This design comes from an exercise in tuning for small area on the open sky130 flow, not from production work. At most, simulation tests tie the RTL to the original design; equivalence was not proved. The RTL of runs 1 and 6 was laid out without a check of its function. Power figures rest on the tool's default switching activity, not on a simulated workload.

<file path="flow/config.mk">
export PLATFORM = sky130hd
export DESIGN_NAME = SYS_CTRL
export DESIGN_NICKNAME = SYS_CTRL
export VERILOG_FILES = /design/flow/design.v
export SDC_FILE = /design/flow/constraint.sdc
export NUM_CORES = 4
export LEC_CHECK = 0
export ABC_AREA = 1
export CAP_MARGIN = 20
export CORE_MARGIN = 2
export CORE_UTILIZATION = 40
export SLEW_MARGIN = 20
</file>
<file path="flow/flow/abc_area.script">
strash
&get -n
&st
&dch
&nf -R 1000 -p -F 8 -A 4
&put
topo
</file>
<file path="flow/constraint.sdc">
create_clock -name core_clock -period 40.0 [get_ports {clk}]
set_input_delay 8.0000 -clock core_clock [delete_from_list [all_inputs] [get_ports {clk}]]
set_output_delay 8.0000 -clock core_clock [all_outputs]
set_load 0.01 [all_outputs]
</file>
<file path="flow/standard.sh">
#!/bin/bash
# synth_recipe.tcl (not shown) runs the flow's synth.tcl, then flattens the netlist and writes it again
# the make line also repeats each setting of config.mk as NAME=value (left out here)
make -C /OpenROAD-flow-scripts/flow DESIGN_CONFIG=/design/flow/config.mk WORK_HOME=/design/flow/orfs CLKGATE_MAP_FILE= SYNTH_SCRIPT=/design/flow/synth_recipe.tcl "${@:-finish}"
</file>
<file path="flow/design.v">
module SYS_CTRL(
input wire clk,
input wire rst_n,
input wire [7:0] rx_data,
input wire rx_valid,
input wire tx_busy,
output wire [7:0] tx_data,
output wire tx_valid,
output wire [7:0] uart_config,
output wire [7:0] div_ratio
);
localparam [3:0] S_CLR = 4'd6, S_IDLE = 4'd9, S_WA = 4'd1, S_WD = 4'd13, S_RA = 4'd12, S_RD = 4'd15, S_CA = 4'd0, S_CB = 4'd4, S_EX = 4'd8, S_SHA = 4'd10, S_SHB = 4'd7, S_FN = 4'd2, S_OF1 = 4'd14, S_OF2 = 4'd11;
reg [3:0] state;
reg [3:0] areg;         
reg       rd;           
reg [6:0] cnt;          
reg       c;            
reg       fl;           
reg       dly;          
reg       pend;         
reg [1:0] ph3;          
reg [1:0] ph4;          
reg [15:0] s;
reg [7:0] r0, r1, r2, r3;
reg [95:0] ring;
wire clr = (state == S_CLR);
wire rxv = rx_valid;
wire [7:0] rxd = rx_data & {8{~clr}};
reg [1:0] m3;
always @(*) begin
  case (areg)
    4'd0, 4'd3, 4'd6, 4'd9, 4'd12, 4'd15: m3 = 2'd1;   
    4'd1, 4'd4, 4'd7, 4'd10, 4'd13:       m3 = 2'd0;
    default:                              m3 = 2'd2;
  endcase
end
wire [2:0] p3s = {1'b0, m3} + {1'b0, ph3};
wire [1:0] pos3 = (p3s >= 3'd3) ? p3s - 3'd3 : p3s[1:0];
wire [1:0] pos4 = areg[1:0] + ph4;
wire ring_addr = (areg[3:2] != 2'b00);
wire ip_hit = (pos3 == 2'd2);                   
wire tap_hit = (pos3 == 2'd0) & (pos4 == 2'd0);  
wire wd_now = (state == S_WD) & rxv;
wire wr_ring = ((wd_now & ring_addr) | pend) & ip_hit;
wire [7:0] wbyte = pend ? s[7:0] : rxd;    
wire ins0 = clr | (wr_ring & (pos4 == 2'd3));
wire ins3 = clr | (wr_ring & (pos4 == 2'd2));
wire ins6 = clr | (wr_ring & (pos4 == 2'd1));
wire ins9 = clr | (wr_ring & (pos4 == 2'd0));
always @(posedge clk) begin
  ring[7:0]   <= ins0 ? wbyte : ring[95:88];
  ring[15:8]  <= ring[7:0];
  ring[23:16] <= ring[15:8];
  ring[31:24] <= ins3 ? wbyte : ring[23:16];
  ring[39:32] <= ring[31:24];
  ring[47:40] <= ring[39:32];
  ring[55:48] <= ins6 ? wbyte : ring[47:40];
  ring[63:56] <= ring[55:48];
  ring[71:64] <= ring[63:56];
  ring[79:72] <= ins9 ? wbyte : ring[71:64];
  ring[87:80] <= ring[79:72];
  ring[95:88] <= ring[87:80];
end
always @(posedge clk or negedge rst_n) begin
  if (!rst_n) begin
    ph3 <= 2'd0;
    ph4 <= 2'd0;
    pend <= 1'b0;
  end else begin
    ph3 <= (ph3 == 2'd2) ? 2'd0 : ph3 + 2'd1;
    ph4 <= ph4 + 2'd1;
    if (wd_now & ring_addr & ~ip_hit)
      pend <= 1'b1;
    else if (pend & ip_hit)
      pend <= 1'b0;
  end
end
always @(posedge clk) begin
  if (clr | (wd_now & (areg == 4'd0)) | ((state == S_CA) & rxv))
    r0 <= rxd;
  if (clr | (wd_now & (areg == 4'd1)) | ((state == S_CB) & rxv))
    r1 <= rxd;
end
always @(posedge clk or negedge rst_n) begin
  if (!rst_n) begin
    r2 <= 8'h21;
    r3 <= 8'h08;
  end else begin
    if (wd_now & (areg == 4'd2)) r2 <= rx_data;
    if (wd_now & (areg == 4'd3)) r3 <= rx_data;
  end
end
assign uart_config = r2;
assign div_ratio = r3;
wire [3:0] k = cnt[3:0];
wire [2:0] j = cnt[6:4];
wire lo = ~k[3];
wire [3:0] f = areg;
wire f_sub = ~rd & (f == 4'd1);
wire f_mul = ~rd & (f == 4'd2);
wire f_div = ~rd & (f == 4'd3);
wire f_log = ~rd & (f >= 4'd4) & (f <= 4'd9);
wire f_cmp = ~rd & ((f == 4'd10) | (f == 4'd11) | (f == 4'd12));
wire f_shr = ~rd & (f == 4'd13);
wire f_shl = ~rd & (f == 4'd14);
wire f_zero = ~rd & (f == 4'd15);
reg [4:0] off;
always @(*) begin
  if (f_mul)      off = {2'b00, j};
  else if (f_shr) off = 5'h1f;
  else            off = 5'd0;
end
wire [4:0] d = {1'b0, k} - off;
wire vd = (d[4:3] == 2'b00);
wire [2:0] ia = f_div ? ~j : d[2:0];
wire [2:0] ib = f_mul ? j : k[2:0];
wire [7:0] opa = (rd & areg[1]) ? r2 : r0;
wire [7:0] opb = (rd & areg[1]) ? r3 : r1;
wire a_bit = opa[ia];
wire b_bit = opb[ib];
wire av = a_bit & vd;
wire bv = b_bit & lo;
wire bz = (r1 == 8'd0);
wire first = (k == 4'd0);
reg x, y, cinit, cforce, cval, selc, inv;
always @(*) begin
  x = av; y = bv; cinit = 1'b0; cforce = 1'b0; cval = 1'b0; selc = 1'b0; inv = 1'b0;
  if (rd) begin
    x = areg[0] ? bv : av; y = 1'b0; cforce = 1'b1;
  end
  if (f_sub | f_cmp) begin y = ~bv; cinit = 1'b1; end
  if (f_shl) y = av;
  if (f_shr | f_zero) begin y = 1'b0; cforce = 1'b1; end
  if (f_zero) x = 1'b0;
  if (f_log) begin
    cforce = 1'b1;
    cval = f[0];                  
    selc = ~f[3];                 
    inv = f[2] & f[1];            
  end
  if (f_mul) begin x = s[0] & (j != 3'd0); y = av & b_bit; end
  if (f_div) begin x = first ? a_bit : (dly & (j != 3'd0)); y = bv ^ fl; cinit = fl; end
end
wire ce = cforce ? cval : (first ? cinit : c);
wire sum = x ^ y ^ ce;
wire cout = (x & y) | (x & ce) | (y & ce);
reg sin;
always @(*) begin
  if (f_div)
    sin = lo ? sum : ((k == 4'd8) ? (~sum & ~bz) : dly);
  else if (f_cmp & (j != 3'd0))
    sin = (k == 4'd0) ? ((f[1:0] == 2'd2) & fl | f[2] & ~c) :
          (k == 4'd1) ? ((f[1:0] == 2'd3) & c & ~fl | f[2] & ~c) : 1'b0;
  else
    sin = (selc ? cout : sum) ^ inv;
end
wire ex = (state == S_EX);
wire last = (cnt == 7'd127);
always @(posedge clk) begin
  if (ex) begin
    dly <= s[0];
    if (~(f_cmp & (j != 3'd0)))
      c <= cout;
    if (f_div & (k == 4'd8))
      fl <= ~sum;
    if (f_cmp & (j == 3'd0) & lo)
      fl <= fl & ~(av ^ bv);
  end else
    fl <= 1'b1;
end
wire of1_go = (state == S_OF1) & ~tx_busy & ~rd;
wire shift = ex | (state == S_SHA) | (state == S_SHB) | of1_go;
wire sbit = ex & sin;
wire ld = (state == S_WD) | (state == S_RD);
wire [7:0] pbus = (state == S_WD) ? rx_data : ring[7:0];
always @(posedge clk) begin
  s[15:8] <= {sbit, s[15:9]};
  if (shift)
    s[7:0] <= s[8:1];
  else if (ld)
    s[7:0] <= pbus;
end
assign tx_data = s[7:0];
assign tx_valid = (state == S_OF1) | (state == S_OF2);
always @(posedge clk) begin
  cnt <= shift ? cnt + 7'd1 : 7'd0;
  if ((state == S_WA | state == S_RA | state == S_FN) & rxv)
    areg <= rx_data[3:0];
  if (state == S_RA)
    rd <= 1'b1;
  else if (state == S_FN)
    rd <= 1'b0;
end
always @(posedge clk or negedge rst_n) begin
  if (!rst_n)
    state <= S_CLR;
  else begin
    case (state)
      S_CLR:  if (ph3 == 2'd2) state <= S_IDLE;
      S_IDLE: if (rxv) begin
                if (rx_data == 8'hAA) state <= S_WA;
                else if (rx_data == 8'hBB) state <= S_RA;
                else if (rx_data == 8'hCC) state <= S_CA;
                else if (rx_data == 8'hDD) state <= S_FN;
              end
      S_WA:   if (rxv) state <= S_WD;
      S_WD:   if (rxv) state <= S_IDLE;
      S_RA:   if (rxv) state <= (rx_data[3:2] == 2'b00) ? S_EX : S_RD;
      S_RD:   if (tap_hit) state <= S_OF1;
      S_CA:   if (rxv) state <= S_CB;
      S_CB:   if (rxv) state <= S_FN;
      S_FN:   if (rxv) state <= S_EX;
      S_EX:   if (last) state <= f_div ? S_SHA : S_OF1;
      S_SHA:  if (cnt[2:0] == 3'd7) state <= S_OF1;
      S_OF1:  if (~tx_busy) state <= rd ? S_IDLE : S_SHB;
              else if (~rd) state <= S_EX;
      S_SHB:  if (cnt[2:0] == 3'd7) state <= S_OF2;
      S_OF2:  if (~tx_busy) state <= S_IDLE;
      default: state <= S_IDLE;
    endcase
  end
end
endmodule
</file>
<file path="flow/flow/run.sh">
#!/bin/bash
# Layout flow: the standard flow (standard.sh) with these changes:
#  - synthesis maps with an area-oriented ABC script (flow/abc_area.script:
#    no buffering or upsizing inside ABC) and buffers pass-through wires
#    with buf_1 instead of buf_4; registers are mapped exactly as in the
#    standard synthesis;
#  - port buffers are buf_1;
#  - the clock tree is built from clkbuf_8 without dummy loads.
# Each tool's output goes to its own log file in this folder.
set -euo pipefail
W=$(pwd)
rm -rf "$W/scripts_area"
cp -r "$FLOW_HOME/scripts" "$W/scripts_area"
cp "$W/flow/abc_area.script" "$W/scripts_area/abc_area.script"
bash standard.sh SCRIPTS_DIR="$W/scripts_area" ABC_AREA=1 \
  "MIN_BUF_CELL_AND_PORTS=sky130_fd_sc_hd__buf_1 A X" synth > "$W/synth.log" 2>&1
bash standard.sh "BUFFER_PORTS_ARGS=-buffer_cell sky130_fd_sc_hd__buf_1" \
  "CTS_ARGS=-sink_clustering_enable -repair_clock_nets -buf_list sky130_fd_sc_hd__clkbuf_8 -dont_use_dummy_load" \
  finish > "$W/layout.log" 2>&1
</file>
==> impl_metrics.env, run 1 <==
export IMPL_clock_path_buffers=2
export IMPL_port_buffers=36
export IMPL_insertion_delay_ns=0.45
export IMPL_synth_flop_cell="dfxtp_1"
export IMPL_cp_max_fo=10
export IMPL_rsz0062_at_grt="false"
export IMPL_fin_ws_ns=29.98
export IMPL_synth_edf_count=30
export IMPL_r2r_end="s[15]"
export IMPL_cp_data_arrival_time_ns=2.02
export IMPL_holdCritStartpoint="ring[78]"
export IMPL_fillers=1500
export IMPL_place_ws_ns=29.57
export IMPL_period_share=0.2505
export IMPL_grt_pass1_wl_microns=23490
export IMPL_clk_pin_slew_ns=0.09
export IMPL_synth_seq_cells=170
export IMPL_yosys_warnings=1
export IMPL_stdcell_count=851
export IMPL_clockRootBuffer="clkbuf_8"
export IMPL_min_path_cells=0
export IMPL_crit_type="reg -> out"
export IMPL_ctsHoldBuffers=0
export IMPL_numCtsBuffers=17
export IMPL_final_min_clock_period_ns=10.02
export IMPL_place_congestion=0.9478
export IMPL_power_total_uw=554.7
export IMPL_cts_sinks=170
export IMPL_drt_iter0_markers=289
export IMPL_cp_required_ns=32.00
export IMPL_syn_nets=612
export IMPL_worst_setup_path_start_kind="register"
export IMPL_max_slew_margin=0.3954
export IMPL_yosys_area_top_type_share=0.3569
export IMPL_synth_area_sq_um=6451
export IMPL_tightestPinTransition_ns=0.9036
export IMPL_core_rowCount=46
export IMPL_vias=4456
export IMPL_antenna_found_initial=0
export IMPL_hold_viol=0
export IMPL_cts_resized_gates=0
export IMPL_ir_drop_mv=0.03864
export IMPL_area_growth_pct=10.26
export IMPL_drt_total_wl_microns=15070
export IMPL_design_core_area_sq_um=15830
export IMPL_drc=0
export IMPL_drt_antenna_violating_nets=0
export IMPL_min_to="ring[86]"
export IMPL_status="no timing/DRC/antenna violations"
export IMPL_setup_tns_ns=0
export IMPL_drv_cap=0
export IMPL_hp_class="reg -> reg"
export IMPL_grt_use_met2=0.3039
export IMPL_use_met3=0.04479
export IMPL_hpwl_microns=10890
export IMPL_grt_pass1_vias=4388
export IMPL_wire_per_inst_microns=17.71
export IMPL_start_util=0.4076
export IMPL_drive_gt1_frac=0.05197
export IMPL_setup_viol_count_final=0
export IMPL_overflow=0
export IMPL_grt_max_degree=26
export IMPL_dieArea_sq_um=17160
export IMPL_nets=665
export IMPL_synthArstFlopShare=0.1471
export IMPL_htreeDepth=4
export IMPL_rr_worst_depth=20
export IMPL_post_place_cells=834
export IMPL_skew_ns=0.03541
export IMPL_synth_seq_area_share=0.5945
export IMPL_synthCells=584
export IMPL_cts_tree="done"
export IMPL_synth_area_leader_cell="dfxtp_1"
export IMPL_max_freq_ghz=0.09981
export IMPL_firstDrtPassIters=4
export IMPL_synth_cell_type_count=44
export IMPL_p_per_area_nw_per_um2=77.99
export IMPL_critPathCaptureType="primary output"
export IMPL_die_h_microns=131.0
export IMPL_drv_slew=0
export IMPL_die_w_microns=131.0
export IMPL_via_per_inst=5.236
export IMPL_leakage_uw=0.002829
export IMPL_postCtsSetupRepairBufs=0
export IMPL_grt_usage=0.1838
export IMPL_r2r_slack_ns=34.40
export IMPL_synth_top_cells_by_area="dfxtp_1 (36%), edfxtp_1 (14%), dfrtp_1 (7.8%), mux2i_1 (5.1%), o21ai_0 (4.4%)"
export IMPL_gr_usage_met1=0.2366
export IMPL_antennaDiodeCount=0
export IMPL_postSynthAreaPerCell_sq_um=11.05
export IMPL_pin_count=37
export IMPL_holdWs_ns=0.3146
export IMPL_busiest_layer="met2"
export IMPL_r2r_start="areg[2]"
[cell type report]
| cell class | instances | area, sq um | area share |
|---|---|---|---|
| sequential | 170 | 3835 | 0.5391 |
| tap | 216 | 270.3 | 0.03799 |
| timing repair buffer | 42 | 180.2 | 0.02533 |
| multi-input combinational | 390 | 2534 | 0.3562 |
| inverter | 16 | 60.06 | 0.008443 |
| clock buffer | 17 | 234.0 | 0.03289 |
[power breakdown]
part / switching (uW) / internal, uW / total [uW]
logic: 110 / 73.3 / 183
clock network: 51.1 / 37.6 / 88.7
registers: 37.4 / 245 / 283
total: 199 / 356 / 555
[layer usage]
metal	vias up	wire length, microns	share of wire
li1	2178	-	-
met2	96	7201	0.48
met1	2161	7014	0.47
met5	-	0	0
met3	21	589	0.039
met4	0	263	0.017
[state kept, by name, summed over array words and instances (netlist names)]
signal,cells
rd,1
r3,8
cnt,7
r2,8
r1,8
areg,4
pend,1
c,1
r0,8
fl,1
state,4
m3,2
s,16
ph3,2
ring,96
ph4,2
dly,1
[worst max path at each step]
stage	start	end	slack (ns)	cells past startpoint
floorplan	tx_busy	s[0]	29.65	3
global placement	rx_data[3]	state[3]	29.75	9
finish	state[1]	tx_valid	29.98	4
CTS	rx_data[3]	state[0]	30.03	9
detailed placement	rx_data[3]	state[3]	29.57	9
global route	rx_data[3]	state[0]	29.83	9
[cell usage after synthesis, types with 10 or more instances]
cell	n
edfxtp_1	30
clkinv_1	16
nand2_1	60
o21ai_0	57
dfxtp_1	115
ha_1	13
nand3_1	13
nor2b_1	17
nand2b_1	10
dfrtp_1	20
a21oi_1	35
mux2i_1	33
nor2_1	42
nor3_1	16
mux2_1	23
a31oi_1	11
[cells by family (layout without fill, tap and decap cells)]
logic type / after synthesis / count (layout) / share of synthesized area
flops: 170 / 170 / 0.5945
fa+ha+maj: 16 / 16 / 0.03452
mux: 59 / 59 / 0.1018
xor+xnor: 14 / 14 / 0.01901
compound gates: 122 / 122 / 0.1057
buf+inv: 24 / 75 / 0.01396
simple gates: 179 / 179 / 0.1305
[worst max-delay path: stages (launching register included)]
cell and delay, ns:
dfstp_2 0.63, nor2b_1 0.35, nand3_1 0.23, o21ai_0 0.19, buf_1 0.19
[placed cells by master (no fill, tap or decap), types with 17 or more instances in the layout]
cell,instances
mux2i_1,33
mux2_1,23
dfrtp_1,20
nor2_1,41
edfxtp_1,30
nor2b_1,17
clkbuf_8,17
dfxtp_1,115
nand2_1,60
a21oi_1,35
o21ai_0,57
buf_1,36
[through the flow]
step	area [sq um]	util
CTS	7111	0.4492
global placement	6877	0.4345
floorplan	6451	-
global route	7113	0.4494
finish	7113	0.4494
detailed placement	6877	0.4345
==> run 2: changes to the inputs <==
--- a/flow/design.v
+++ b/flow/design.v
@@ -11,3 +11,3 @@
 );
-localparam [3:0] S_CLR = 4'd6, S_IDLE = 4'd9, S_WA = 4'd1, S_WD = 4'd13, S_RA = 4'd12, S_RD = 4'd15, S_CA = 4'd0, S_CB = 4'd4, S_EX = 4'd8, S_SHA = 4'd10, S_SHB = 4'd7, S_FN = 4'd2, S_OF1 = 4'd14, S_OF2 = 4'd11;
+localparam [3:0] S_CLR = 4'd9, S_IDLE = 4'd14, S_WA = 4'd13, S_WD = 4'd1, S_RA = 4'd0, S_RD = 4'd15, S_CA = 4'd4, S_CB = 4'd6, S_EX = 4'd8, S_SHA = 4'd10, S_SHB = 4'd2, S_FN = 4'd12, S_OF1 = 4'd7, S_OF2 = 4'd3;
 reg [3:0] state;
--- a/flow/config.mk
+++ b/flow/config.mk
@@ -11,2 +11,3 @@
 export CORE_UTILIZATION = 40
+export GPL_TIMING_DRIVEN = 0
 export SLEW_MARGIN = 20
==> impl_metrics.env, run 2 <==
export IMPL_path_cells="buf_1 > nor4bb_1 > nand3_1 > o21a_1 > o21ai_0 > nor3_1 > nor4_1 > mux2_1"
export IMPL_skew_ns=0.03439
export IMPL_antenna_found_initial=0
export IMPL_syn_nets=607
export IMPL_insertion_delay_ns=0.44
export IMPL_via_per_inst=5.219
export IMPL_setup_tns_ns=0
export IMPL_yosys_warnings=1
export IMPL_min_path_cells=0
export IMPL_htreeDepth=4
export IMPL_seq_area_sq_um=3835
export IMPL_synth_most_common_cell="dfxtp_1"
export IMPL_final_min_clock_period_ns=10.25
export IMPL_seq_power_share=0.502
export IMPL_largest_register="ring"
export IMPL_pin_count=37
export IMPL_multi_input_area_sq_um=2532
export IMPL_overflow=0
export IMPL_reg_top3="ring: 96 flops, s: 16 flops"
export IMPL_crit_family="simple AND/OR/NAND/NOR gates"
export IMPL_clockRootBuffer="clkbuf_8"
export IMPL_period_share=0.2562
export IMPL_clk_pin_slew_ns=0.07
export IMPL_die_w_microns=130.8
export IMPL_cts_sinks=170
export IMPL_switching_share=0.3582
export IMPL_drv_cap=0
export IMPL_design_core_area_sq_um=15770
export IMPL_firstDrtPassIters=6
export IMPL_start_util=0.4076
export IMPL_worst_path_max_delay_cell="nor4_1"
export IMPL_post_place_cells=833
export IMPL_clock_path_buffers=2
export IMPL_hpwl_microns=10610
export IMPL_synth_cell_type_count=46
export IMPL_drt_total_wl_microns=14710
export IMPL_synth_seq_cells=170
export IMPL_drt_iter0_markers=364
export IMPL_grt_max_degree=26
export IMPL_grt_usage=0.1807
export IMPL_switching_power_uw=199.7
export IMPL_cts_resized_gates=0
export IMPL_max_slew_margin=0.2852
export IMPL_synth_area_sq_um=6427
export IMPL_cp_required_ns=40.30
export IMPL_drv_slew=0
export IMPL_rr_worst_depth=22
export IMPL_cp_max_fo=7
export IMPL_crit_buf_inv=1
export IMPL_cp_num_cells=8
export IMPL_core_rowCount=46
export IMPL_p_int_uw=357.8
export IMPL_synth_area_leader_cell="dfxtp_1"
export IMPL_synth_top_cells_by_area="dfxtp_1 (36%), edfxtp_1 (14%), dfrtp_1 (7.8%), mux2i_1 (4.7%), o21ai_0 (4.4%)"
export IMPL_synth_edf_count=30
export IMPL_hp_class="reg -> reg"
export IMPL_worst_setup_path_start_kind="primary input"
export IMPL_final_common_cell="dfxtp_1"
export IMPL_area_growth_pct=10.78
export IMPL_postSynthAreaPerCell_sq_um=11.10
export IMPL_pwr_share_comb=0.339
export IMPL_ir_drop_mv=0.04445
export IMPL_leakage_uw=0.002755
export IMPL_stdcell_count=850
export IMPL_critPathLaunch="rx_data[5]"
export IMPL_grt_pass1_wl_microns=23090
export IMPL_drt_antenna_violating_nets=0
export IMPL_holdCritStartpoint="s[13]"
export IMPL_numCtsBuffers=17
export IMPL_vias=4436
export IMPL_max_freq_ghz=0.09759
export IMPL_port_buffers=36
export IMPL_largest_reg_flops=96
export IMPL_pwr_share_clk=0.159
export IMPL_hold_viol=0
export IMPL_die_h_microns=130.8
export IMPL_drive_gt1_frac=0.05678
export IMPL_status="no timing/DRC/antenna violations"
export IMPL_grt_pass1_vias=4224
export IMPL_critPathCaptureType="register"
export IMPL_layout_common_cells="dfxtp_1 (115), nand2_1 (58), o21ai_0 (56), nor2_1 (45), buf_1 (43)"
export IMPL_synth_flop_cell="dfxtp_1"
export IMPL_drc=0
export IMPL_synthArstFlopShare=0.1471
export IMPL_synthCells=579
export IMPL_wire_per_inst_microns=17.30
export IMPL_r2r_start="areg[1]"
export IMPL_nets=664
export IMPL_critPathMaxStageDelay_ns=0.90
export IMPL_postCtsSetupRepairBufs=0
export IMPL_ctsHoldBuffers=0
export IMPL_dieArea_sq_um=17100
export IMPL_synth_seq_area_share=0.5967
export IMPL_p_per_area_nw_per_um2=78.30
export IMPL_fillers=1517
export IMPL_tightestPinTransition_ns=1.062
export IMPL_crit_type="in -> reg"
export IMPL_yosys_area_top_type_share=0.3582
export IMPL_cp_data_arrival_time_ns=10.54
export IMPL_rsz0062_at_grt="false"
export IMPL_place_congestion=0.8726
export IMPL_antennaDiodeCount=0
export IMPL_synthTopCellsByCount="dfxtp_1 (115), nand2_1 (58), o21ai_0 (56)"
export IMPL_cts_tree="done"
export IMPL_setup_viol_count_final=0
==> run 2: area by class of cell <==
class	count	area share
buffer	8	0.004217
clock buffer	17	0.03286
inverter	16	0.008434
multi-input combinational	385	0.3556
sequential	170	0.5386
tap	216	0.03795
timing repair buffer	38	0.02232
==> run 2: path summary, 6_finish.rpt <==
check / end / slack (ns)
max: state[2] / 29.75
min in group asynchronous: ph3[1] / 7.57
max reg2reg: s[15] / 33.82
min reg2reg: s[12] / 0.31
max in group asynchronous: r3[1] / 31.99
min: s[12] / 0.31
==> run 2: cells by family (layout without fill, tap and decap cells) <==
| group | Yosys count | count (layout) | synth area share |
|---|---|---|---|
| AOI/OAI and AO/OA | 120 | 120 | 0.1061 |
| xor gates and xnor gates | 15 | 15 | 0.02044 |
| adders and majority gates | 16 | 16 | 0.03465 |
| buffers and inverters | 24 | 79 | 0.01402 |
| DFF | 170 | 170 | 0.5967 |
| muxes | 54 | 54 | 0.09578 |
| and+or+nand+nor | 180 | 180 | 0.1324 |
==> run 2: power groups by stage <==
| stage | sequential, uW | combinational [uW] | clock, uW |
|---|---|---|---|
| finish | 280 | 189 | 88.4 |
| global route | 287 | 211 | 97.7 |
| CTS | 280 | 189 | 91.2 |
| detailed placement | 283 | 188 | 0 |
| global placement | 280 | 181 | 0 |
| floorplan | 270 | 136 | 0 |
==> run 2: layer usage <==
metal  up-vias  wire length, microns  global-route usage
met1      2145                  6986              0.2493
met4         0                   219             0.05695
met2       117                  6732              0.2776
met5         -                     0                   0
li1       2162                     -                   -
met3        12                   770             0.05090
==> run 2: per-stage QoR <==
| stage | hold WS, ns | utilization | area [sq um] | power, uW | worst slack [ns] |
|---|---|---|---|---|---|
| 2_1_floorplan | 0.3096 | - | 6427 | 406.6 | 30.09 |
| 3_3_place_gp | 0.3101 | 0.4333 | 6833 | 460.9 | 29.18 |
| 3_5_place_dp | 0.3121 | 0.4365 | 6884 | 470.7 | 29.35 |
| 4_1_cts | 0.3051 | 0.4514 | 7118 | 560.5 | 29.82 |
| 5_1_grt | 0.3212 | 0.4515 | 7121 | 595.5 | 29.75 |
| 6_report | 0.3052 | 0.4515 | 7121 | 557.5 | 29.75 |
==> run 3: changes to the inputs <==
--- a/flow/config.mk
+++ b/flow/config.mk
@@ -11,3 +11,2 @@
 export CORE_UTILIZATION = 40
-export GPL_TIMING_DRIVEN = 0
 export SLEW_MARGIN = 20
==> impl_metrics.env, run 3 <==
export IMPL_design_core_area_sq_um=15770
export IMPL_tightestPinTransition_ns=0.9385
export IMPL_skew_ns=0.03483
export IMPL_critPathLaunch="rx_data[1]"
export IMPL_port_buffers=36
export IMPL_drv_slew=0
export IMPL_drt_antenna_violating_nets=0
export IMPL_grt_pass1_wl_microns=23940
export IMPL_crit_buf_inv=1
export IMPL_cp_max_fo=9
export IMPL_via_per_inst=5.211
export IMPL_drc=0
export IMPL_path_cells="buf_1 > nor4bb_1 > nand3_1 > o21a_1 > o21ai_0 > nor3_1 > nor4_1 > mux2_1"
export IMPL_cts_resized_gates=0
export IMPL_die_h_microns=130.8
export IMPL_period_share=0.2519
export IMPL_synthTopCellsByCount="dfxtp_1 (115), nand2_1 (58), o21ai_0 (56)"
export IMPL_worst_path_max_delay_cell="nor4_1"
export IMPL_crit_type="in -> reg"
export IMPL_htreeDepth=4
export IMPL_synth_top_cells_by_area="dfxtp_1 (36%), edfxtp_1 (14%), dfrtp_1 (7.8%), mux2i_1 (4.7%), o21ai_0 (4.4%)"
export IMPL_cp_endpoint="state[2]"
export IMPL_synth_edf_count=30
export IMPL_r2r_slack_ns=34.18
export IMPL_yosys_area_top_type_share=0.3582
export IMPL_cts_tree="done"
export IMPL_grt_usage=0.1870
export IMPL_p_per_area_nw_per_um2=78.07
export IMPL_hold_viol=0
export IMPL_critPathMaxStageDelay_ns=0.81
export IMPL_setup_viol_count_final=0
export IMPL_ir_drop_mv=0.03878
export IMPL_max_slew_margin=0.3686
export IMPL_final_common_cell="dfxtp_1"
export IMPL_start_util=0.4076
export IMPL_crit_family="simple AND/OR/NAND/NOR gates"
export IMPL_final_min_clock_period_ns=10.08
export IMPL_cts_sinks=170
export IMPL_synthArstFlopShare=0.1471
export IMPL_pin_count=37
export IMPL_largest_reg_flops=96
export IMPL_rr_worst_depth=22
export IMPL_insertion_delay_ns=0.46
export IMPL_setup_tns_ns=0
export IMPL_leakage_uw=0.002767
export IMPL_drt_total_wl_microns=14820
export IMPL_synth_seq_cells=170
export IMPL_synth_area_sq_um=6427
export IMPL_reg_top3="ring: 96 flops, s: 16 flops"
export IMPL_r2r_end="s[15]"
export IMPL_synth_seq_area_share=0.5967
export IMPL_status="no timing/DRC/antenna violations"
export IMPL_ctsHoldBuffers=0
export IMPL_clockRootBuffer="clkbuf_8"
export IMPL_critPathCaptureType="register"
export IMPL_drv_cap=0
export IMPL_vias=4419
export IMPL_synth_area_leader_cell="dfxtp_1"
export IMPL_dieArea_sq_um=17100
export IMPL_cp_num_cells=8
export IMPL_antennaDiodeCount=0
export IMPL_syn_nets=607
export IMPL_postSynthAreaPerCell_sq_um=11.10
export IMPL_place_congestion=0.8968
export IMPL_nets=662
export IMPL_postCtsSetupRepairBufs=0
export IMPL_rsz0062_at_grt="false"
export IMPL_synth_most_common_cell="dfxtp_1"
export IMPL_cp_required_ns=40.31
export IMPL_cp_data_arrival_time_ns=10.39
export IMPL_layout_common_cells="dfxtp_1 (115), nand2_1 (58), o21ai_0 (56), nor2_1 (46), buf_1 (36)"
export IMPL_hpwl_microns=10650
export IMPL_overflow=0
export IMPL_fin_area_sq_um=7111
export IMPL_largest_register="ring"
export IMPL_hp_class="reg -> reg"
export IMPL_drt_iter0_markers=276
export IMPL_die_w_microns=130.8
export IMPL_synthCells=579
export IMPL_drive_gt1_frac=0.05696
export IMPL_r2r_start="areg[2]"
export IMPL_synth_flop_cell="dfxtp_1"
export IMPL_core_rowCount=46
export IMPL_max_freq_ghz=0.09925
export IMPL_clock_path_buffers=2
export IMPL_worst_setup_path_start_kind="primary input"
export IMPL_firstDrtPassIters=4
export IMPL_clk_pin_slew_ns=0.07
export IMPL_grt_pass1_vias=4403
export IMPL_grt_max_degree=26
export IMPL_yosys_warnings=1
export IMPL_numCtsBuffers=17
export IMPL_antenna_found_initial=0
export IMPL_dpl_cell_area_sq_um=6868
export IMPL_place_ws_ns=29.48
export IMPL_wire_per_inst_microns=17.47
export IMPL_synth_cell_type_count=46
export IMPL_area_growth_pct=10.63
export IMPL_fin_ws_ns=29.92
run 3: cell counts after synthesis:
No cell type changed its count.
run 3: how the worst min path moves through the flow:
stage                        start        to  slack [ns]  depth (start not counted)
after floorplan            ring[8]  ring[16]        0.31                          0
after global placement    ring[78]  ring[86]        0.31                          0
after detailed placement  ring[78]  ring[86]        0.31                          0
after CTS                 ring[58]  ring[66]        0.31                          0
after global routing      ring[35]  ring[43]        0.32                          0
final                     ring[58]  ring[66]        0.31                          0
run 3: stage by stage:
stage / util / power (uW) / instances / hold WS, ns
after floorplan: - / 406.6 / 579 / 0.3096
after global placement: 0.4355 / 463.3 / 831 / 0.3097
after detailed placement: 0.4355 / 468.0 / 831 / 0.3132
after CTS: 0.4503 / 557.4 / 848 / 0.3113
after global routing: 0.4509 / 597.1 / 848 / 0.3213
final: 0.4509 / 555.1 / 848 / 0.3085
run 3: area by class of cell:
cell class,count,area (sq um)
clock buffers,17,234.0
fillers,1515,8660
inverters,16,60.06
multi-input cells,385,2516
flip-flops and latches,170,3835
well taps,216,270.3
repair buffers,44,195.2
run 3: worst register-to-register path, cell delays in order, from the launching register on:
cell and delay, ns:
edfxtp_1 0.50, nor2_1 0.46, nand3b_1 0.47, nand2_1 0.23, o21a_1 0.14, ha_1 0.16, clkinv_1 0.08, fa_1 0.48
nor2_1 0.05, a21oi_1 0.35, o21ai_0 0.16, a21oi_1 0.15, o31ai_1 0.14, or3_1 0.46, a221oi_1 0.27, a31oi_1 0.06
o21ai_0 0.31, fa_1 0.54, a21oi_1 0.16, mux2i_1 0.09, nand2_1 0.06, o21ai_0 0.07, a211oi_1 0.33
run 3: layer usage:
layer	global-route usage	vias up	share of wire
li1	-	2156	-
met1	0.2564	2162	0.50
met2	0.2993	89	0.46
met3	0.04682	12	0.034
met4	0.04693	0	0.0087
met5	0	-	0
run 3: report_power, final:
part / internal, uW / switching, uW / total [uW]
Sequential: 245 / 35.3 / 281
Clock: 37.5 / 50.6 / 88.1
Combinational: 73.3 / 113 / 186
Total: 356 / 199 / 555
run 3: kinds of logic after synthesis:
logic type / count (synthesis) / share of synthesized area
AO/OA/AOI/OAI: 120 / 0.1061
XOR/XNOR: 15 / 0.02044
adder cells (fa/ha/maj): 16 / 0.03465
buffers and inverters: 24 / 0.01402
flip-flops: 170 / 0.5967
multiplexers: 54 / 0.09578
AND/OR/NAND/NOR: 180 / 0.1324
==> run 4: changes to the inputs <==
--- a/flow/config.mk
+++ b/flow/config.mk
@@ -8,5 +8,6 @@
 export ABC_AREA = 1
-export CAP_MARGIN = 20
+export CAP_MARGIN = 0
 export CORE_MARGIN = 2
 export CORE_UTILIZATION = 40
-export SLEW_MARGIN = 20
+export GPL_TIMING_DRIVEN = 0
+export SLEW_MARGIN = 0
==> impl_metrics.env, run 4 <==
export IMPL_status="no timing/DRC/antenna violations"
export IMPL_grt_max_degree=26
export IMPL_hpwl_microns=10560
export IMPL_antenna_found_initial=0
export IMPL_ir_drop_mv=0.04187
export IMPL_rsz0062_at_grt="false"
export IMPL_p_per_area_nw_per_um2=78.33
export IMPL_synth_seq_area_share=0.5967
export IMPL_area_growth_pct=10.69
export IMPL_synthCells=579
export IMPL_drt_total_wl_microns=14710
export IMPL_multi_input_area_sq_um=2522
export IMPL_cp_required_ns=40.31
export IMPL_yosys_warnings=1
export IMPL_synth_seq_cells=170
export IMPL_wire_per_inst_microns=17.31
export IMPL_synth_area_leader_cell="dfxtp_1"
export IMPL_postSynthAreaPerCell_sq_um=11.10
export IMPL_setup_tns_ns=0
export IMPL_cp_data_arrival_time_ns=10.49
export IMPL_yosys_area_top_type_share=0.3582
export IMPL_die_h_microns=130.8
export IMPL_postLayoutCoreUtil=0.4511
export IMPL_port_buffers=36
export IMPL_tightestPinTransition_ns=1.291
export IMPL_synth_top_cells_by_area="dfxtp_1 (36%), edfxtp_1 (14%), dfrtp_1 (7.8%), mux2i_1 (4.7%), o21ai_0 (4.4%)"
export IMPL_cts_resized_gates=0
export IMPL_synth_area_sq_um=6427
export IMPL_critPathCaptureType="register"
export IMPL_drt_antenna_violating_nets=0
export IMPL_cts_sinks=170
export IMPL_critPathLaunch="rx_data[5]"
export IMPL_holdWs_ns=0.3138
export IMPL_clk_pin_slew_ns=0.08
export IMPL_start_util=0.4076
export IMPL_worst_path_max_delay_cell="nor4_1"
export IMPL_clockRootBuffer="clkbuf_8"
export IMPL_drive_gt1_frac=0.05205
export IMPL_insertion_delay_ns=0.45
export IMPL_r2r_end="s[15]"
export IMPL_nets=664
export IMPL_crit_buf_inv=1
export IMPL_path_cells="buf_1 > nor4bb_1 > nand3_1 > o21a_1 > o21ai_0 > nor3_1 > nor4_1 > mux2_1"
export IMPL_grt_usage=0.1825
export IMPL_worst_setup_path_start_kind="primary input"
export IMPL_synth_edf_count=30
export IMPL_crit_family="simple AND/OR/NAND/NOR gates"
export IMPL_drc=0
export IMPL_firstDrtPassIters=5
export IMPL_largest_reg_flops=96
export IMPL_crit_type="in -> reg"
export IMPL_via_per_inst=5.280
export IMPL_holdCritStartpoint="ring[83]"
export IMPL_min_path_cells=0
export IMPL_period_share=0.2545
export IMPL_final_min_clock_period_ns=10.18
export IMPL_r2r_slack_ns=33.90
export IMPL_final_common_cell="dfxtp_1"
export IMPL_hp_class="reg -> reg"
export IMPL_pin_count=37
export IMPL_synth_most_common_cell="dfxtp_1"
export IMPL_critPathMaxStageDelay_ns=0.87
export IMPL_seq_area_sq_um=3835
export IMPL_htreeDepth=4
export IMPL_syn_nets=607
export IMPL_reg_top3="ring: 96 flops, s: 16 flops"
export IMPL_largest_register="ring"
export IMPL_synth_flop_cell="dfxtp_1"
export IMPL_drv_cap=0
export IMPL_leakage_uw=0.002755
export IMPL_synthArstFlopShare=0.1471
export IMPL_cp_max_fo=7
export IMPL_max_slew_margin=0.1390
export IMPL_drv_slew=0
export IMPL_drt_iter0_markers=435
export IMPL_die_w_microns=130.8
export IMPL_skew_ns=0.02963
export IMPL_min_to="ring[91]"
export IMPL_vias=4488
export IMPL_fillers=1498
export IMPL_dieArea_sq_um=17100
export IMPL_place_congestion=0.8726
export IMPL_power_total_uw=557.3
export IMPL_rr_worst_depth=22
export IMPL_synthTopCellsByCount="dfxtp_1 (115), nand2_1 (58), o21ai_0 (56)"
export IMPL_grt_pass1_wl_microns=23360
export IMPL_grt_pass1_vias=4293
export IMPL_design_core_area_sq_um=15770
export IMPL_hold_viol=0
export IMPL_core_rowCount=46
export IMPL_numCtsBuffers=17
export IMPL_setup_viol_count_final=0
export IMPL_layout_common_cells="dfxtp_1 (115), nand2_1 (58), o21ai_0 (56), nor2_1 (46), buf_1 (43)"
export IMPL_ctsHoldBuffers=0
export IMPL_synth_cell_type_count=46
export IMPL_max_freq_ghz=0.09823
export IMPL_antennaDiodeCount=0
export IMPL_clock_path_buffers=2
export IMPL_cts_tree="done"
export IMPL_overflow=0
export IMPL_r2r_start="areg[1]"
export IMPL_postCtsSetupRepairBufs=0
run 4: kinds of logic after synthesis:
family,synth area share
adder cells (fa/ha/maj),0.03465
buffers and inverters,0.01402
multiplexers,0.09578
AO/OA/AOI/OAI,0.1061
flip-flops,0.5967
XOR/XNOR,0.02044
AND/OR/NAND/NOR,0.1324
run 4: how the worst max path moves through the flow:
stage	to	depth (start not counted)
after floorplan	state[2]	5
after global placement	s[7]	4
after detailed placement	state[2]	8
after CTS	state[2]	8
after global routing	state[2]	8
final	state[2]	8
run 4: cell type report:
class	count	share of cell area
flip-flops and latches	170	0.5390
well taps	216	0.03799
inverters	16	0.008442
plain buffers	8	0.004221
clock buffers	17	0.03289
multi-input cells	385	0.3546
repair buffers	38	0.02286
run 4: where the power goes:
group | internal (uW) | total, uW | leakage (uW) | switching (uW)
combinational | 74.8 | 188 | 0.00109 | 113
sequential | 245 | 280 | 0.00155 | 34.8
clock | 37.6 | 88.9 | 0.000122 | 51.3
total | 358 | 557 | 0.00275 | 200
run 4: per-layer routing:
layer	routed length, microns	vias up	share of wire	global-route usage
met3	811	14	0.055	0.04560
met5	0	-	0	0
li1	-	2160	-	-
met1	6950	2183	0.47	0.2502
met4	199	0	0.014	0.06070
met2	6751	131	0.46	0.2849
run 4: per-stage QoR:
stage | worst slack (ns) | std cells | area [sq um]
2_1_floorplan | 30.09 | 579 | 6427
3_3_place_gp | 29.18 | 831 | 6833
3_5_place_dp | 29.37 | 833 | 6868
4_1_cts | 29.82 | 850 | 7102
5_1_grt | 29.71 | 850 | 7114
6_report | 29.82 | 850 | 7114
==> run 5: changes to the inputs <==
--- a/flow/flow/run.sh
+++ b/flow/flow/run.sh
@@ -17,3 +17,3 @@
 bash standard.sh "BUFFER_PORTS_ARGS=-buffer_cell sky130_fd_sc_hd__buf_1" \
-  "CTS_ARGS=-sink_clustering_enable -repair_clock_nets -buf_list sky130_fd_sc_hd__clkbuf_8 -dont_use_dummy_load" \
+  "CTS_ARGS=-sink_clustering_enable -repair_clock_nets -buf_list sky130_fd_sc_hd__clkbuf_16 -dont_use_dummy_load -sink_clustering_size 40 -sink_clustering_max_diameter 150 -sink_clustering_levels 1" \
   finish > "$W/layout.log" 2>&1
--- a/flow/config.mk
+++ b/flow/config.mk
@@ -8,6 +8,5 @@
 export ABC_AREA = 1
-export CAP_MARGIN = 0
+export CAP_MARGIN = 20
 export CORE_MARGIN = 2
 export CORE_UTILIZATION = 40
-export GPL_TIMING_DRIVEN = 0
-export SLEW_MARGIN = 0
+export SLEW_MARGIN = 20
==> impl_metrics.env, run 5 <==
export IMPL_synth_seq_cells=170
export IMPL_numCtsBuffers=17
export IMPL_cts_resized_gates=0
export IMPL_muxShareOfSynthArea=0.09578
export IMPL_place_congestion=0.8968
export IMPL_synthArstFlopShare=0.1471
export IMPL_yosys_area_top_type_share=0.3582
export IMPL_grt_max_degree=26
export IMPL_clockRootBuffer="clkbuf_16"
export IMPL_cp_max_fo=7
export IMPL_postCtsSetupRepairBufs=0
export IMPL_path_cells="buf_1 > nor4bb_1 > nand3_1 > o21a_1 > o21ai_0 > nor3_1 > nor4_1 > mux2_1"
export IMPL_hp_class="reg -> reg"
export IMPL_synth_fa_ha_area_frac=0.03465
export IMPL_insertion_delay_ns=0.43
export IMPL_overflow=0
export IMPL_cp_data_arrival_time_ns=10.35
export IMPL_drt_iter0_markers=259
export IMPL_critPathCaptureType="register"
export IMPL_largest_reg_flops=96
export IMPL_synth_top_family_by_area="simple AND/OR/NAND/NOR gates"
export IMPL_synth_area_leader_cell="dfxtp_1"
export IMPL_drc=0
export IMPL_rr_worst_depth=22
export IMPL_wire_per_inst_microns=17.51
export IMPL_status="no timing/DRC/antenna violations"
export IMPL_r2r_slack_ns=34.10
export IMPL_max_freq_ghz=0.09936
export IMPL_die_h_microns=130.8
export IMPL_nets=662
export IMPL_dieArea_sq_um=17100
export IMPL_crit_type="in -> reg"
export IMPL_worst_setup_path_start_kind="primary input"
export IMPL_drv_slew=0
export IMPL_grt_pass1_vias=4372
export IMPL_synth_cell_type_count=46
export IMPL_fillers=1500
export IMPL_hold_viol=0
export IMPL_synthXorXnorAreaFrac=0.02044
export IMPL_period_share=0.2516
export IMPL_fin_area_sq_um=7302
export IMPL_port_buffers=36
export IMPL_synth_most_common_cell="dfxtp_1"
export IMPL_place_ws_ns=29.48
export IMPL_area_growth_pct=13.61
export IMPL_drive_gt1_frac=0.05696
export IMPL_min_to="ring[66]"
export IMPL_layout_common_cells="dfxtp_1 (115), nand2_1 (58), o21ai_0 (56), nor2_1 (46), buf_1 (36)"
export IMPL_setup_tns_ns=0
export IMPL_core_rowCount=46
export IMPL_multi_input_area_sq_um=2516
export IMPL_drt_total_wl_microns=14850
export IMPL_min_path_cells=0
export IMPL_synthCells=579
export IMPL_ir_drop_mv=0.03688
export IMPL_critPathMaxStageDelay_ns=0.80
export IMPL_synthTopCellsByCount="dfxtp_1 (115), nand2_1 (58), o21ai_0 (56)"
export IMPL_holdCritStartpoint="ring[58]"
export IMPL_cp_required_ns=40.29
export IMPL_synth_edf_count=30
export IMPL_p_per_area_nw_per_um2=81.76
export IMPL_synthSimpleGateAreaFrac=0.1324
export IMPL_rsz0062_at_grt="false"
export IMPL_synth_compound_area_share=0.1061
export IMPL_seq_area_sq_um=3835
export IMPL_cts_sinks=170
export IMPL_drt_antenna_violating_nets=0
export IMPL_dpl_cell_area_sq_um=6868
export IMPL_synth_area_sq_um=6427
export IMPL_grt_pass1_wl_microns=23820
export IMPL_clock_path_buffers=2
export IMPL_setup_viol_count_final=0
export IMPL_r2r_end="s[15]"
export IMPL_firstDrtPassIters=4
export IMPL_max_slew_margin=0.3771
export IMPL_largest_register="ring"
export IMPL_cts_tree="done"
export IMPL_synth_top_cells_by_area="dfxtp_1 (36%), edfxtp_1 (14%), dfrtp_1 (7.8%), mux2i_1 (4.7%), o21ai_0 (4.4%)"
export IMPL_htreeDepth=4
export IMPL_pin_count=37
export IMPL_vias=4447
export IMPL_via_per_inst=5.244
export IMPL_antenna_found_initial=0
export IMPL_clk_pin_slew_ns=0.06
export IMPL_grt_usage=0.1870
export IMPL_synth_flop_cell="dfxtp_1"
export IMPL_yosys_warnings=1
export IMPL_synth_seq_area_share=0.5967
export IMPL_design_core_area_sq_um=15770
export IMPL_die_w_microns=130.8
export IMPL_final_min_clock_period_ns=10.06
export IMPL_ctsHoldBuffers=0
export IMPL_drv_cap=0
export IMPL_tightestPinTransition_ns=0.9258
export IMPL_antennaDiodeCount=0
export IMPL_reg_top3="ring: 96 flops, s: 16 flops"
export IMPL_hpwl_microns=10650
export IMPL_r2r_start="areg[2]"
export IMPL_postSynthAreaPerCell_sq_um=11.10
export IMPL_leakage_uw=0.002854
export IMPL_fin_ws_ns=29.94
export IMPL_syn_nets=607
export IMPL_start_util=0.4076
export IMPL_worst_path_max_delay_cell="nor4_1"
export IMPL_final_common_cell="dfxtp_1"
export IMPL_skew_ns=0.02564
[run 5: cell counts after synthesis]
No cell type changed its count.
[run 5: worst max path at each step]
stage                          end  cells past startpoint  slack [ns]  startpoint
after floorplan           state[2]                      5       30.09  rx_data[0]
after detailed placement  state[2]                      8       29.48  rx_data[1]
after global routing      state[2]                      8       29.69  rx_data[1]
after global placement    state[2]                      8       29.66  rx_data[5]
final                     state[2]                      8       29.94  rx_data[5]
after CTS                 state[2]                      8       29.94  rx_data[1]
[run 5: stage by stage]
stage | power (uW) | hold WS (ns) | instances | util
2_1_floorplan | 406.6 | 0.3096 | 579 | -
3_3_place_gp | 463.3 | 0.3097 | 831 | 0.4355
3_5_place_dp | 468.0 | 0.3132 | 831 | 0.4355
4_1_cts | 599.8 | 0.3148 | 848 | 0.4625
5_1_grt | 638.9 | 0.3247 | 848 | 0.4630
6_report | 597.0 | 0.3114 | 848 | 0.4630
[run 5: cells by family after synthesis]
kind of cell,count (synthesis)
and+or+nand+nor,180
DFF,170
AOI/OAI and AO/OA,120
muxes,54
buffers and inverters,24
adders and majority gates,16
xor gates and xnor gates,15
[run 5: power breakdown]
part	internal [uW]	total (uW)	switching, uW
sequential	246	281	35.5
clock	73.6	130	56.1
combinational	73.3	186	113
total	393	597	204
[run 5: layout make-up]
cell class	instances	share of cell area
Clock buffer	17	0.05826
Sequential cell	170	0.5252
Timing Repair Buffer	44	0.02673
Inverter	16	0.008225
Multi-Input combinational cell	385	0.3446
Tap cell	216	0.03701
[run 5: metal layers]
metal	wire, microns	vias up	share of wire	global-route usage
li1	-	2158	-	-
met1	7205	2167	0.49	0.2548
met2	6792	104	0.46	0.2966
met3	642	18	0.043	0.04275
met4	208	0	0.014	0.06258
met5	0	-	0	0
[run 5: worst max-delay path, delay by kind of cell]
family / cells / cell delay [ns]
mux: 1 / 0.39
simple gates: 4 / 1.36
compound gates: 2 / 0.32
buf+inv: 1 / 0.28
==> run 6: changes to the inputs <==
--- a/flow/design.v
+++ b/flow/design.v
@@ -11,3 +11,3 @@
 );
-localparam [3:0] S_CLR = 4'd9, S_IDLE = 4'd14, S_WA = 4'd13, S_WD = 4'd1, S_RA = 4'd0, S_RD = 4'd15, S_CA = 4'd4, S_CB = 4'd6, S_EX = 4'd8, S_SHA = 4'd10, S_SHB = 4'd2, S_FN = 4'd12, S_OF1 = 4'd7, S_OF2 = 4'd3;
+localparam [3:0] S_CLR = 4'd9, S_IDLE = 4'd14, S_WA = 4'd13, S_WD = 4'd1, S_RA = 4'd0, S_RD = 4'd15, S_CA = 4'd4, S_CB = 4'd6, S_EX = 4'd8, S_SHA = 4'd10, S_SHB = 4'd2, S_FN = 4'd12, S_OF1 = 4'd7, S_OF2 = 4'd3, S_PRE = 4'd5;
 reg [3:0] state;
@@ -15,3 +15,5 @@
 reg       rd;           
-reg [6:0] cnt;          
+reg [3:0] kc;           
+reg [2:0] jc;           
+wire [6:0] cnt = {jc, kc};
 reg       c;            
@@ -21,3 +23,2 @@
 reg [1:0] ph3;          
-reg [1:0] ph4;          
 reg [15:0] s;
@@ -38,3 +39,3 @@
 wire [1:0] pos3 = (p3s >= 3'd3) ? p3s - 3'd3 : p3s[1:0];
-wire [1:0] pos4 = areg[1:0] + ph4;
+wire [1:0] pos4 = areg[1:0] + cnt[1:0];    
 wire ring_addr = (areg[3:2] != 2'b00);
@@ -66,3 +67,3 @@
     ph3 <= 2'd0;
-    ph4 <= 2'd0;
+    kc <= 4'd0;
     pend <= 1'b0;
@@ -70,3 +71,3 @@
     ph3 <= (ph3 == 2'd2) ? 2'd0 : ph3 + 2'd1;
-    ph4 <= ph4 + 2'd1;
+    kc <= kc + 4'd1;
     if (wd_now & ring_addr & ~ip_hit)
@@ -158,2 +159,3 @@
 wire last = (cnt == 7'd127);
+wire k15 = (cnt[3:0] == 4'd15);
 always @(posedge clk) begin
@@ -185,3 +187,3 @@
 always @(posedge clk) begin
-  cnt <= shift ? cnt + 7'd1 : 7'd0;
+  jc <= ex ? jc + {2'b00, k15} : 3'd0;
   if ((state == S_WA | state == S_RA | state == S_FN) & rxv)
@@ -207,3 +209,3 @@
       S_WD:   if (rxv) state <= S_IDLE;
-      S_RA:   if (rxv) state <= (rx_data[3:2] == 2'b00) ? S_EX : S_RD;
+      S_RA:   if (rxv) state <= (rx_data[3:2] == 2'b00) ? S_PRE : S_RD;
       S_RD:   if (tap_hit) state <= S_OF1;
@@ -211,3 +213,4 @@
       S_CB:   if (rxv) state <= S_FN;
-      S_FN:   if (rxv) state <= S_EX;
+      S_FN:   if (rxv) state <= S_PRE;
+      S_PRE:  if (k15) state <= S_EX;
       S_EX:   if (last) state <= f_div ? S_SHA : S_OF1;
@@ -215,3 +218,3 @@
       S_OF1:  if (~tx_busy) state <= rd ? S_IDLE : S_SHB;
-              else if (~rd) state <= S_EX;
+              else if (~rd) state <= S_PRE;
       S_SHB:  if (cnt[2:0] == 3'd7) state <= S_OF2;
--- a/flow/flow/run.sh
+++ b/flow/flow/run.sh
@@ -17,3 +17,3 @@
 bash standard.sh "BUFFER_PORTS_ARGS=-buffer_cell sky130_fd_sc_hd__buf_1" \
-  "CTS_ARGS=-sink_clustering_enable -repair_clock_nets -buf_list sky130_fd_sc_hd__clkbuf_16 -dont_use_dummy_load -sink_clustering_size 40 -sink_clustering_max_diameter 150 -sink_clustering_levels 1" \
+  "CTS_ARGS=-sink_clustering_enable -repair_clock_nets -buf_list sky130_fd_sc_hd__clkbuf_8 -dont_use_dummy_load" \
   finish > "$W/layout.log" 2>&1
==> impl_metrics.env, run 6 <==
export IMPL_grt_max_degree=28
export IMPL_clk_pin_slew_ns=0.09
export IMPL_setup_tns_ns=0
export IMPL_vias=4557
export IMPL_die_w_microns=130.6
export IMPL_synthCells=578
export IMPL_drt_antenna_violating_nets=0
export IMPL_reg_top3="ring: 96 flops, s: 16 flops"
export IMPL_crit_type="in -> reg"
export IMPL_start_util=0.4068
export IMPL_place_congestion=0.9231
export IMPL_syn_nets=608
export IMPL_drv_slew=0
export IMPL_overflow=0
export IMPL_grt_pass1_vias=4411
export IMPL_critPathCaptureType="register"
export IMPL_synthArstFlopShare=0.1607
export IMPL_die_h_microns=130.6
export IMPL_ctsHoldBuffers=0
export IMPL_setup_viol_count_final=0
export IMPL_insertion_delay_ns=0.44
export IMPL_cp_max_fo=8
export IMPL_clockRootBuffer="clkbuf_8"
export IMPL_fin_area_sq_um=7092
export IMPL_cts_sinks=168
export IMPL_drv_cap=0
export IMPL_wire_per_inst_microns=17.80
export IMPL_cp_required_ns=40.36
export IMPL_synth_seq_area_share=0.5931
export IMPL_r2r_start="areg[1]"
export IMPL_layout_common_cells="dfxtp_1 (111), nand2_1 (62), o21ai_0 (50), nor2_1 (40), buf_1 (35)"
export IMPL_yosys_area_top_type_share=0.3464
export IMPL_rr_worst_depth=23
export IMPL_skew_ns=0.02750
export IMPL_drt_iter0_markers=342
export IMPL_clock_path_buffers=2
export IMPL_period_share=0.2432
export IMPL_hold_viol=0
export IMPL_synthTopCellsByCount="dfxtp_1 (111), nand2_1 (62), o21ai_0 (50)"
export IMPL_core_rowCount=46
export IMPL_yosys_warnings=1
export IMPL_synth_most_common_cell="dfxtp_1"
export IMPL_largest_register="ring"
export IMPL_design_core_area_sq_um=15770
export IMPL_hpwl_microns=11050
export IMPL_leakage_uw=0.002803
export IMPL_drt_total_wl_microns=15060
export IMPL_postSynthAreaPerCell_sq_um=11.10
export IMPL_htreeDepth=4
export IMPL_synth_flop_cell="dfxtp_1"
export IMPL_drc=0
export IMPL_min_to="ring[32]"
export IMPL_area_growth_pct=10.55
export IMPL_min_path_cells=0
export IMPL_postCtsSetupRepairBufs=0
export IMPL_post_place_cells=829
export IMPL_stdcell_count=846
export IMPL_tightestPinTransition_ns=0.8272
export IMPL_rsz0062_at_grt="false"
export IMPL_worst_setup_path_start_kind="primary input"
export IMPL_synth_area_leader_cell="dfxtp_1"
export IMPL_p_per_area_nw_per_um2=74.03
export IMPL_cts_resized_gates=0
export IMPL_hp_class="reg -> reg"
export IMPL_synth_area_sq_um=6415
export IMPL_antennaDiodeCount=0
export IMPL_final_common_cell="dfxtp_1"
export IMPL_pin_count=37
export IMPL_antenna_found_initial=0
export IMPL_numCtsBuffers=17
export IMPL_grt_pass1_wl_microns=24090
export IMPL_status="no timing/DRC/antenna violations"
export IMPL_cp_data_arrival_time_ns=10.09
export IMPL_synth_edf_count=30
export IMPL_max_freq_ghz=0.1028
export IMPL_synth_top_cells_by_area="dfxtp_1 (35%), edfxtp_1 (14%), dfrtp_1 (8.6%), mux2i_1 (5.0%), o21ai_0 (3.9%)"
export IMPL_via_per_inst=5.387
export IMPL_port_buffers=36
export IMPL_max_slew_margin=0.4478
export IMPL_cts_tree="done"
export IMPL_dieArea_sq_um=17070
export IMPL_final_min_clock_period_ns=9.726
export IMPL_dpl_cell_area_sq_um=6852
export IMPL_holdCritStartpoint="ring[24]"
export IMPL_synth_seq_cells=168
export IMPL_grt_usage=0.1884
export IMPL_r2r_slack_ns=33.95
export IMPL_largest_reg_flops=96
export IMPL_ir_drop_mv=0.04209
export IMPL_synth_cell_type_count=50
export IMPL_drive_gt1_frac=0.05556
export IMPL_nets=662
export IMPL_r2r_end="s[15]"
export IMPL_firstDrtPassIters=7
## run 6: cell families (layout without fill, tap and decap cells)
family	after synthesis	in the layout	share of synthesized area
simple gates	180	180	0.1326
xor+xnor	11	11	0.01502
fa+ha+maj	18	18	0.03862
flops	168	168	0.5931
compound gates	126	126	0.1162
mux	54	54	0.09206
buf+inv	21	73	0.01229
## run 6: how the worst max path moves through the flow
stage,from,end,slack (ns),cells after the start
after global placement,rx_data[3],state[1],29.99,10
after CTS,rx_data[3],state[1],30.32,10
after floorplan,tx_busy,s[0],30.49,3
final,rx_data[3],state[2],30.27,10
after detailed placement,rx_data[3],state[1],29.89,10
after global routing,rx_data[3],state[1],30.04,10
## run 6: area by class of cell
type | instances | area [sq um]
fill | 1510 | 8678
multi-input combinational | 389 | 2545
tap | 216 | 270.3
inverter | 13 | 48.80
sequential | 168 | 3805
timing repair buffer | 43 | 188.9
clock buffer | 17 | 234.0
## run 6: per-layer routing
| metal | vias to the layer above | track usage | share of wire |
|---|---|---|---|
| li1 | 2174 | - | - |
| met1 | 2208 | 0.2517 | 0.45 |
| met2 | 150 | 0.2969 | 0.47 |
| met3 | 25 | 0.05008 | 0.061 |
| met4 | 0 | 0.06821 | 0.020 |
| met5 | - | 0 | 0 |
## run 6: through the flow
stage / worst slack (ns) / power (uW) / utilization / hold WS [ns]
4_1_cts: 30.32 / 528.0 / 0.4493 / 0.3090
6_report: 30.27 / 525.0 / 0.4497 / 0.3073
5_1_grt: 30.04 / 562.3 / 0.4497 / 0.3132
3_3_place_gp: 29.99 / 433.5 / 0.4343 / 0.3100
2_1_floorplan: 30.49 / 382.3 / - / 0.3096
3_5_place_dp: 29.89 / 439.7 / 0.4345 / 0.3121
## run 6: power by group
part	switching (uW)	total (uW)	internal (uW)
combinational	99.1	165	65.5
sequential	35.4	273	237
clock	50.2	87.7	37.6
## run 6: critical path, cell delays in order
cell and delay [ns]:
buf_1 0.31, nand2_1 0.12, nor4_1 0.49, nand3_1 0.14, nand2_1 0.13, a21oi_1 0.06, a31oi_1 0.15, o21ai_0 0.29
a41oi_1 0.28, a21o_1 0.11
==> run 7: changes to the inputs <==
--- a/flow/design.v
+++ b/flow/design.v
@@ -214,3 +214,3 @@
       S_FN:   if (rxv) state <= S_PRE;
-      S_PRE:  if (k15) state <= S_EX;
+      S_PRE:  if (k15) state <= S_EX;       
       S_EX:   if (last) state <= f_div ? S_SHA : S_OF1;
==> impl_metrics.env, run 7 <==
export IMPL_postLayoutCoreUtil=0.4497
export IMPL_r2r_start="areg[1]"
export IMPL_grt_usage=0.1884
export IMPL_design_core_area_sq_um=15770
export IMPL_hp_class="reg -> reg"
export IMPL_htreeDepth=4
export IMPL_final_min_clock_period_ns=9.726
export IMPL_drc=0
export IMPL_hpwl_microns=11050
export IMPL_cp_required_ns=40.36
export IMPL_vias=4557
export IMPL_insertion_delay_ns=0.44
export IMPL_ctsHoldBuffers=0
export IMPL_final_common_cell="dfxtp_1"
export IMPL_cts_tree="done"
export IMPL_critPathMaxStageDelay_ns=0.49
export IMPL_rsz0062_at_grt="false"
export IMPL_largest_register="ring"
export IMPL_synth_area_leader_cell="dfxtp_1"
export IMPL_synthTopCellsByCount="dfxtp_1 (111), nand2_1 (62), o21ai_0 (50)"
export IMPL_max_freq_ghz=0.1028
export IMPL_nets=662
export IMPL_cts_resized_gates=0
export IMPL_critPathLaunch="rx_data[3]"
export IMPL_wire_per_inst_microns=17.80
export IMPL_holdCritStartpoint="ring[24]"
export IMPL_drive_gt1_frac=0.05556
export IMPL_synthArstFlopShare=0.1607
export IMPL_worst_setup_path_start_kind="primary input"
export IMPL_synth_top_cells_by_area="dfxtp_1 (35%), edfxtp_1 (14%), dfrtp_1 (8.6%), mux2i_1 (5.0%), o21ai_0 (3.9%)"
export IMPL_start_util=0.4068
export IMPL_synth_edf_count=30
export IMPL_antenna_found_initial=0
export IMPL_drt_iter0_markers=342
export IMPL_postSynthAreaPerCell_sq_um=11.10
export IMPL_yosys_warnings=1
export IMPL_synth_seq_area_share=0.5931
export IMPL_leakage_uw=0.002803
export IMPL_path_cells="buf_1 > nand2_1 > nor4_1 > nand3_1 > nand2_1 > a21oi_1 > a31oi_1 > o21ai_0 > a41oi_1 > a21o_1"
export IMPL_port_buffers=36
export IMPL_status="no timing/DRC/antenna violations"
export IMPL_place_ws_ns=29.89
export IMPL_antennaDiodeCount=0
export IMPL_grt_pass1_wl_microns=24090
export IMPL_clock_path_buffers=2
export IMPL_grt_max_degree=28
export IMPL_synth_cell_type_count=50
export IMPL_crit_path_frequent_cell="nand2_1"
export IMPL_via_per_inst=5.387
export IMPL_hold_viol=0
export IMPL_crit_type="in -> reg"
export IMPL_overflow=0
export IMPL_ir_drop_mv=0.04209
export IMPL_crit_family="compound AO/OA/AOI/OAI gates"
export IMPL_synth_flop_cell="dfxtp_1"
export IMPL_synth_most_common_cell="dfxtp_1"
export IMPL_setup_viol_count_final=0
export IMPL_clockRootBuffer="clkbuf_8"
export IMPL_drt_total_wl_microns=15060
export IMPL_synth_seq_cells=168
export IMPL_worst_path_max_delay_cell="nor4_1"
export IMPL_dieArea_sq_um=17070
export IMPL_period_share=0.2432
export IMPL_syn_nets=608
export IMPL_dpl_cell_area_sq_um=6852
export IMPL_tightestPinTransition_ns=0.8272
export IMPL_cts_sinks=168
export IMPL_max_slew_margin=0.4478
export IMPL_yosys_area_top_type_share=0.3464
export IMPL_skew_ns=0.02750
export IMPL_die_w_microns=130.6
export IMPL_fin_area_sq_um=7092
export IMPL_place_congestion=0.9231
export IMPL_area_growth_pct=10.55
export IMPL_synthCells=578
export IMPL_die_h_microns=130.6
export IMPL_reg_top3="ring: 96 flops, s: 16 flops"
export IMPL_firstDrtPassIters=7
export IMPL_numCtsBuffers=17
export IMPL_drv_cap=0
export IMPL_cp_data_arrival_time_ns=10.09
export IMPL_cp_max_fo=8
export IMPL_p_per_area_nw_per_um2=74.03
export IMPL_drt_antenna_violating_nets=0
export IMPL_fin_ws_ns=30.27
export IMPL_drv_slew=0
export IMPL_setup_tns_ns=0
export IMPL_clk_pin_slew_ns=0.09
export IMPL_layout_common_cells="dfxtp_1 (111), nand2_1 (62), o21ai_0 (50), nor2_1 (40), buf_1 (35)"
export IMPL_core_rowCount=46
export IMPL_largest_reg_flops=96
export IMPL_postCtsSetupRepairBufs=0
export IMPL_critPathCaptureType="register"
export IMPL_pin_count=37
export IMPL_grt_pass1_vias=4411
export IMPL_synth_area_sq_um=6415
export IMPL_crit_buf_inv=1
==> run 7: logic make-up (layout without fill, tap and decap cells) <==
group                      count (synthesis)  after routing  share of synthesized area
AOI/OAI and AO/OA                        126            126                     0.1162
DFF                                      168            168                     0.5931
buffers and inverters                     21             73                    0.01229
muxes                                     54             54                    0.09206
and+or+nand+nor                          180            180                     0.1326
xor gates and xnor gates                  11             11                    0.01502
adders and majority gates                 18             18                    0.03862
==> run 7: report_power, final <==
part / total [uW] / switching [uW] / internal (uW)
combinational: 165 / 99.1 / 65.5
sequential: 273 / 35.4 / 237
clock: 87.7 / 50.2 / 37.6
total: 525 / 185 / 340
==> run 7: cell type report <==
class                   count  area (sq um)
inverters                  13         48.80
fillers                  1510          8678
clock buffers              17         234.0
flip-flops and latches    168          3805
multi-input cells         389          2545
well taps                 216         270.3
repair buffers             43         188.9
==> run 7: worst paths after layout <==
path / slack [ns] / cells past startpoint / to
max in group asynchronous: 31.86 / 1 / r3[5]
worst min register to register: 0.31 / 0 / ring[32]
worst min-delay path: 0.31 / 0 / ring[32]
min in group asynchronous: 7.62 / 1 / ph3[0]
worst max register to register: 33.95 / 23 / s[15]
worst max-delay path: 30.27 / 10 / state[2]
==> run 7: per-layer routing <==
layer | track usage | up-vias | share of wire
met3 | 0.05008 | 25 | 0.061
li1 | - | 2174 | -
met5 | 0 | - | 0
met1 | 0.2517 | 2208 | 0.45
met2 | 0.2969 | 150 | 0.47
met4 | 0.06821 | 0 | 0.020
==> run 7: stage by stage <==
stage	instances	hold slack (ns)	power [uW]
5_1_grt	846	0.3132	562.3
3_5_place_dp	829	0.3121	439.7
2_1_floorplan	578	0.3096	382.3
3_3_place_gp	829	0.3100	433.5
6_report	846	0.3073	525.0
4_1_cts	846	0.3090	528.0

-- afterwards: timing with drivers on the ports --
Ports are ideal in the flow. The routed layouts listed here were re-timed in OpenROAD. Step 1: set_driving_cell puts a clkbuf_16 on clk and a buf_2 on each other input, an assumption about the parent block. Step 2 times the ports against the registers' clock, not the clock port: input delays grow and output delays shrink by t, the midpoint of the rising clock arrivals with the driver on. a / b / c = no drivers / after step 1 / after step 2; a / b = the first two.
| run | shift t [ns] | slack for setup (ns) | hold WS [ns] | worst register clock-pin slew, ns | worst slew at a driven data input, ns |
|---|---|---|---|---|---|
| run 1 | 0.472 | 29.981 / 29.946 / 29.522 | 0.315 / 0.315 / 0.315 | 0.10 / 0.10 | 0.05 |
| run 2 | 0.462 | 29.753 / 29.763 / 29.302 | 0.305 / 0.305 / 0.305 | 0.09 / 0.09 | 0.04 |
| run 3 | 0.475 | 29.924 / 29.933 / 29.458 | 0.309 / 0.309 / 0.309 | 0.10 / 0.10 | 0.04 |
| run 4 | 0.468 | 29.820 / 29.827 / 29.359 | 0.314 / 0.314 / 0.314 | 0.09 / 0.09 | 0.04 |
| run 5 | 0.456 | 29.936 / 29.946 / 29.490 | 0.311 / 0.311 / 0.311 | 0.07 / 0.07 | 0.04 |
| run 6 | 0.465 | 30.274 / 30.280 / 29.815 | 0.307 / 0.307 / 0.307 | 0.09 / 0.09 | 0.06 |
| run 7 | 0.465 | 30.274 / 30.280 / 29.815 | 0.307 / 0.307 / 0.307 | 0.09 / 0.09 | 0.06 |
After both steps setup and hold are still met in every run listed. For run 3, which loses most, drivers alone change the setup slack by +0.009 ns; drivers and shift together by -0.466 ns.
